From an optimization exercise on the open Yosys and OpenROAD flow, aimed at small area, a short achievable clock period and few clock cycles per item; shortcuts taken in it are not production practice.
In this exercise RTL edits were held to simulation tests only and were not proved equivalent to the original.

==> job 278 <==
==> flow/design.v <==
module BCDConvert(
    input           clk,
    input           rst,
    input           en,
    input   [11:0]  bin_d_in,
    output  [15:0]  bcd_d_out,
    output          rdy
    );
    wire [11:0] b = bin_d_in;
    reg         rdy_q;
    reg  [13:0] q;
    wire w1 = ((~b[11] & b[9]) | (b[11] & b[10] & ~b[9]));
    wire w2 = ((b[10] & (~b[11] | b[9])));
    wire w3 = ((b[11] & ~b[10] & ~b[9]));
    wire w4 = ((b[11] & (b[10] | b[9])));
    wire w5 = ((~w3 & ~w2 & b[8]) | (w2 & w1 & ~b[8]) | (w3 & ~b[8]));
    wire w6 = ((w1 & (~w2 | b[8])) | (w3 & ~b[8]));
    wire w7 = ((w2 & ~w1 & ~b[8]) | (w3 & b[8]));
    wire w8 = (w3 | (w2 & (w1 | b[8])));
    wire w9 = ((~w7 & ~w6 & b[7]) | (w6 & w5 & ~b[7]) | (w7 & ~b[7]));
    wire w10 = ((w5 & (~w6 | b[7])) | (w7 & ~b[7]));
    wire w11 = ((w6 & ~w5 & ~b[7]) | (w7 & b[7]));
    wire w12 = (w7 | (w6 & (w5 | b[7])));
    wire w13 = ((~w11 & ~w10 & b[6]) | (w10 & w9 & ~b[6]) | (w11 & ~b[6]));
    wire w14 = ((w9 & (~w10 | b[6])) | (w11 & ~b[6]));
    wire w15 = ((w10 & ~w9 & ~b[6]) | (w11 & b[6]));
    wire w16 = (w11 | (w10 & (w9 | b[6])));
    wire w17 = ((~w4 & w12) | (w4 & w8 & ~w12));
    wire w18 = ((w8 & (~w4 | w12)));
    wire w19 = ((w4 & ~w8 & ~w12));
    wire w20 = ((w4 & (w8 | w12)));
    wire w21 = ((~w15 & ~w14 & b[5]) | (w14 & w13 & ~b[5]) | (w15 & ~b[5]));
    wire w22 = ((w13 & (~w14 | b[5])) | (w15 & ~b[5]));
    wire w23 = ((w14 & ~w13 & ~b[5]) | (w15 & b[5]));
    wire w24 = (w15 | (w14 & (w13 | b[5])));
    wire w25 = ((~w19 & ~w18 & w16) | (w18 & w17 & ~w16) | (w19 & ~w16));
    wire w26 = ((w17 & (~w18 | w16)) | (w19 & ~w16));
    wire w27 = ((w18 & ~w17 & ~w16) | (w19 & w16));
    wire w28 = (w19 | (w18 & (w17 | w16)));
    wire w29 = ((~q[3] & ~q[2] & q[0]) | (q[2] & q[1] & ~q[0]) | (q[3] & ~q[0]));
    wire w30 = ((q[1] & (~q[2] | q[0])) | (q[3] & ~q[0]));
    wire w31 = ((q[2] & ~q[1] & ~q[0]) | (q[3] & q[0]));
    wire w32 = (q[3] | (q[2] & (q[1] | q[0])));
    wire w33 = ((~q[7] & ~q[6] & q[4]) | (q[6] & q[5] & ~q[4]) | (q[7] & ~q[4]));
    wire w34 = ((q[5] & (~q[6] | q[4])) | (q[7] & ~q[4]));
    wire w35 = ((q[6] & ~q[5] & ~q[4]) | (q[7] & q[4]));
    wire w36 = (q[7] | (q[6] & (q[5] | q[4])));
    wire w37 = ((~w31 & ~w30 & q[13]) | (w30 & w29 & ~q[13]) | (w31 & ~q[13]));
    wire w38 = ((w29 & (~w30 | q[13])) | (w31 & ~q[13]));
    wire w39 = ((w30 & ~w29 & ~q[13]) | (w31 & q[13]));
    wire w40 = (w31 | (w30 & (w29 | q[13])));
    wire w41 = ((~w35 & ~w34 & w32) | (w34 & w33 & ~w32) | (w35 & ~w32));
    wire w42 = ((w33 & (~w34 | w32)) | (w35 & ~w32));
    wire w43 = ((w34 & ~w33 & ~w32) | (w35 & w32));
    wire w44 = (w35 | (w34 & (w33 | w32)));
    wire w45 = ((~q[9] & w36) | (q[9] & q[8] & ~w36));
    wire w46 = ((q[8] & (~q[9] | w36)));
    wire w47 = ((q[9] & ~q[8] & ~w36));
    wire w48 = ((q[9] & (q[8] | w36)));
    wire w49 = ((~w39 & ~w38 & q[12]) | (w38 & w37 & ~q[12]) | (w39 & ~q[12]));
    wire w50 = ((w37 & (~w38 | q[12])) | (w39 & ~q[12]));
    wire w51 = ((w38 & ~w37 & ~q[12]) | (w39 & q[12]));
    wire w52 = (w39 | (w38 & (w37 | q[12])));
    wire w53 = ((~w43 & ~w42 & w40) | (w42 & w41 & ~w40) | (w43 & ~w40));
    wire w54 = ((w41 & (~w42 | w40)) | (w43 & ~w40));
    wire w55 = ((w42 & ~w41 & ~w40) | (w43 & w40));
    wire w56 = (w43 | (w42 & (w41 | w40)));
    wire w57 = ((~w47 & ~w46 & w44) | (w46 & w45 & ~w44) | (w47 & ~w44));
    wire w58 = ((w45 & (~w46 | w44)) | (w47 & ~w44));
    wire w59 = ((w46 & ~w45 & ~w44) | (w47 & w44));
    wire w60 = (w47 | (w46 & (w45 | w44)));
    wire w61 = ((~w51 & ~w50 & q[11]) | (w50 & w49 & ~q[11]) | (w51 & ~q[11]));
    wire w62 = ((w49 & (~w50 | q[11])) | (w51 & ~q[11]));
    wire w63 = ((w50 & ~w49 & ~q[11]) | (w51 & q[11]));
    wire w64 = (w51 | (w50 & (w49 | q[11])));
    wire w65 = ((~w55 & ~w54 & w52) | (w54 & w53 & ~w52) | (w55 & ~w52));
    wire w66 = ((w53 & (~w54 | w52)) | (w55 & ~w52));
    wire w67 = ((w54 & ~w53 & ~w52) | (w55 & w52));
    wire w68 = (w55 | (w54 & (w53 | w52)));
    wire w69 = ((~w59 & ~w58 & w56) | (w58 & w57 & ~w56) | (w59 & ~w56));
    wire w70 = ((w57 & (~w58 | w56)) | (w59 & ~w56));
    wire w71 = ((w58 & ~w57 & ~w56) | (w59 & w56));
    wire w72 = (w59 | (w58 & (w57 | w56)));
    always @(posedge clk) begin
        q[0] <= b[4];
        q[1] <= w21;
        q[2] <= w22;
        q[3] <= w23;
        q[4] <= w24;
        q[5] <= w25;
        q[6] <= w26;
        q[7] <= w27;
        q[8] <= w28;
        q[9] <= w20;
        q[10] <= b[0];
        q[11] <= b[1];
        q[12] <= b[2];
        q[13] <= b[3];
        rdy_q <= en & ~rst;
    end
    assign bcd_d_out = {1'b0, w48, w60, w72, w71, w70, w69, w68, w67, w66, w65, w64, w63, w62, w61, q[10]};
    assign rdy = rdy_q;
endmodule
==> flow/run.sh <==
#!/bin/bash
# synth_recipe.tcl (not shown) runs the flow's synth.tcl, then flattens the netlist and writes it again
# the make line also repeats each setting of config.mk as NAME=value (left out here)
make -C /OpenROAD-flow-scripts/flow DESIGN_CONFIG=/design/flow/config.mk WORK_HOME=/design/flow/orfs CLKGATE_MAP_FILE= SYNTH_SCRIPT=/design/flow/synth_recipe.tcl finish
==> flow/config.mk <==
export PLATFORM = sky130hd
export DESIGN_NAME = BCDConvert
export DESIGN_NICKNAME = BCDConvert
export VERILOG_FILES = /design/flow/design.v
export SDC_FILE = /design/flow/constraint.sdc
export NUM_CORES = 4
export LEC_CHECK = 0
export CAP_MARGIN = 20
export CORE_MARGIN = 2
export CORE_UTILIZATION = 40
export SLEW_MARGIN = 20
==> flow/constraint.sdc <==
create_clock -name core_clock -period 5.0 [get_ports {clk}]
set_input_delay 1.0000 -clock core_clock [delete_from_list [all_inputs] [get_ports {clk}]]
set_output_delay 1.0000 -clock core_clock [all_outputs]
set_load 0.01 [all_outputs]
==> inputs of job 5877, as changes to job 278 <==
==> flow/flow/run.sh (new file) <==
#!/bin/bash
# Standard synthesis and layout; the only change is that the port buffers
# are the platform's smallest buffer (buf_1) instead of the default choice.
set -euo pipefail
bash standard.sh synth > synth.log 2>&1
bash standard.sh "BUFFER_PORTS_ARGS=-buffer_cell sky130_fd_sc_hd__buf_1" finish > layout.log 2>&1
==> flow/standard.sh (new file) <==
#!/bin/bash
# synth_recipe.tcl (not shown) runs the flow's synth.tcl, then flattens the netlist and writes it again
# the make line also repeats each setting of config.mk as NAME=value (left out here)
make -C /OpenROAD-flow-scripts/flow DESIGN_CONFIG=/design/flow/config.mk WORK_HOME=/design/flow/orfs CLKGATE_MAP_FILE= SYNTH_SCRIPT=/design/flow/synth_recipe.tcl "${@:-finish}"
--- a/flow/config.mk
+++ b/flow/config.mk
@@ -6,4 +6,5 @@
 export NUM_CORES = 4
 export LEC_CHECK = 0
+export ABC_AREA = 1
 export CAP_MARGIN = 20
 export CORE_MARGIN = 2
removed: flow/run.sh
==> inputs of job 7754, as changes to job 278 <==
==> flow/design.v, changed modules only <==
module BCDConvert(
    input           clk,
    input           rst,
    input           en,
    input   [11:0]  bin_d_in,
    output  [15:0]  bcd_d_out,
    output          rdy
    );
    reg [11:0] bin_q;
    reg        rdy_q;
    always @(posedge clk) begin
        bin_q <= bin_d_in;
        if (rst) rdy_q <= 1'b0;
        else     rdy_q <= en;
    end
    reg [27:0] s;
    integer i;
    always @(*) begin
        s = {16'b0, bin_q};
        for (i = 0; i < 12; i = i + 1) begin
            if (s[15:12] > 4) s[15:12] = s[15:12] + 3;
            if (s[19:16] > 4) s[19:16] = s[19:16] + 3;
            if (s[23:20] > 4) s[23:20] = s[23:20] + 3;
            if (s[27:24] > 4) s[27:24] = s[27:24] + 3;
            s = s << 1;
        end
    end
    assign bcd_d_out = s[27:12];
    assign rdy       = rdy_q;
endmodule
==> notes <==
Job 5877 finished with timing, DRC and antenna clean. Job 278 ran to the end with no violations. Job 7754 finished but failed the layout checks on setup timing. Non-clock buffer count: job 7754 is higher than job 5877 (171). The lowest via count belongs to job 5877, the highest to job 7754. Of job 7754 and job 5877, job 5877 has the higher sequential share of layout area (gap 13 points). Routed wire length: job 5877 is lower than job 278 (about 50%).
Testbench counts of job 278, summed over its fixed seeds: cycles 3,200, items 1,600.
Testbench counts of job 5877, summed over its fixed seeds: cycles 3,200, items 1,600.
Testbench counts of job 7754, summed over its fixed seeds: cycles 3,200, items 1,600.

========
==> v10 <==
// BCDConvert: RTL as listed in full above, without the edits since
Settings: LEC_CHECK=0, ABC_AREA=1, CAP_MARGIN=20, CORE_MARGIN=2, CORE_UTILIZATION=40, SLEW_MARGIN=20; clock period 5.0 ns.
run.sh (not shown) runs the stock make flow with config.mk's settings and CLKGATE_MAP_FILE= SYNTH_SCRIPT=/design/flow/synth_recipe.tcl, a recipe that flattens the netlist after the stock synthesis.
Stock flow here: none of the scripts above is used.
==> v37: changes against v10 <==
==> flow/flow/run.sh (new file) <==
#!/bin/bash
# Standard synthesis and layout; the only change is that the port buffers
# are the platform's smallest buffer (buf_1) instead of the default choice.
set -euo pipefail
bash standard.sh synth > synth.log 2>&1
bash standard.sh "BUFFER_PORTS_ARGS=-buffer_cell sky130_fd_sc_hd__buf_1" finish > layout.log 2>&1
==> flow/standard.sh (new file) <==
#!/bin/bash
# synth_recipe.tcl (not shown) runs the flow's synth.tcl, then flattens the netlist and writes it again
# the make line also repeats each setting of config.mk as NAME=value (left out here)
make -C /OpenROAD-flow-scripts/flow DESIGN_CONFIG=/design/flow/config.mk WORK_HOME=/design/flow/orfs CLKGATE_MAP_FILE= SYNTH_SCRIPT=/design/flow/synth_recipe.tcl "${@:-finish}"
Settings changed: CTS_BUF_LIST set to sky130_fd_sc_hd__clkbuf_4, CTS_CLUSTER_SIZE set to 30.
removed: flow/run.sh
==> results.sh <==
export IMPL_status="complete, no violations"
export IMPL_grt_pass1_vias=1365
export IMPL_dr_wl_met3_um=78
export IMPL_clkCellAreaFrac_pct=1.665
export IMPL_vias_per_cell=4.655
export IMPL_powerComb_uw=364
-- figures above: v37

==> results.sh <==
export IMPL_status="complete, no violations"
export IMPL_p_int_uw=390.4
export IMPL_powerComb_uw=441
export IMPL_vias_per_cell=4.725
export IMPL_synth_edff_count=0
export IMPL_grt_max_degree=9
export IMPL_hold_ws_ns=1.201
export IMPL_grt_overflow=0
export IMPL_clkCellAreaFrac_pct=2.424
export IMPL_dr_wl_met3_um=60
export IMPL_grt_pass1_vias=1425
-- figures above: v10

Testbench counts of v10, summed over its fixed seeds: cycles 3,200, items 1,600.
Testbench counts of v37, summed over its fixed seeds: cycles 3,200, items 1,600.

==> static timing again, ports no longer ideal <==
How much do the figures lean on ideal ports? The routed layouts below were timed once more, with nothing changed but the port constraints. Step 1 (the two cells are an assumption about what drives the block):
set clk [get_ports {clk}]
set_driving_cell -lib_cell sky130_fd_sc_hd__clkbuf_16 $clk
set_driving_cell -lib_cell sky130_fd_sc_hd__buf_2 [delete_from_list [all_inputs] $clk]
Step 2 also shifts input and output timing later by t, the mid clock arrival at the registers, as if the neighbouring blocks saw the same clock. a / b / c = ideal / step 1 / step 2; a / b = the first two.
| run | t, ns | slack for setup (ns) | latest minus earliest clock arrival (ns) |
|---|---|---|---|
| job 278 | 0.263 | 0.733 / 0.708 / 0.971 | 0.005 / 0.004 |
| job 5877 | 0.260 | 2.084 / 2.061 / 2.320 | 0.005 / 0.005 |
| job 7754 | 0.278 | -2.085 / -2.115 / -1.837 | 0.003 / 0.003 |
| v10 | 0.256 | 1.728 / 1.710 / 1.965 | 0.004 / 0.005 |
| v37 | 0.289 | 2.034 / 2.014 / 2.303 | 0.007 / 0.007 |
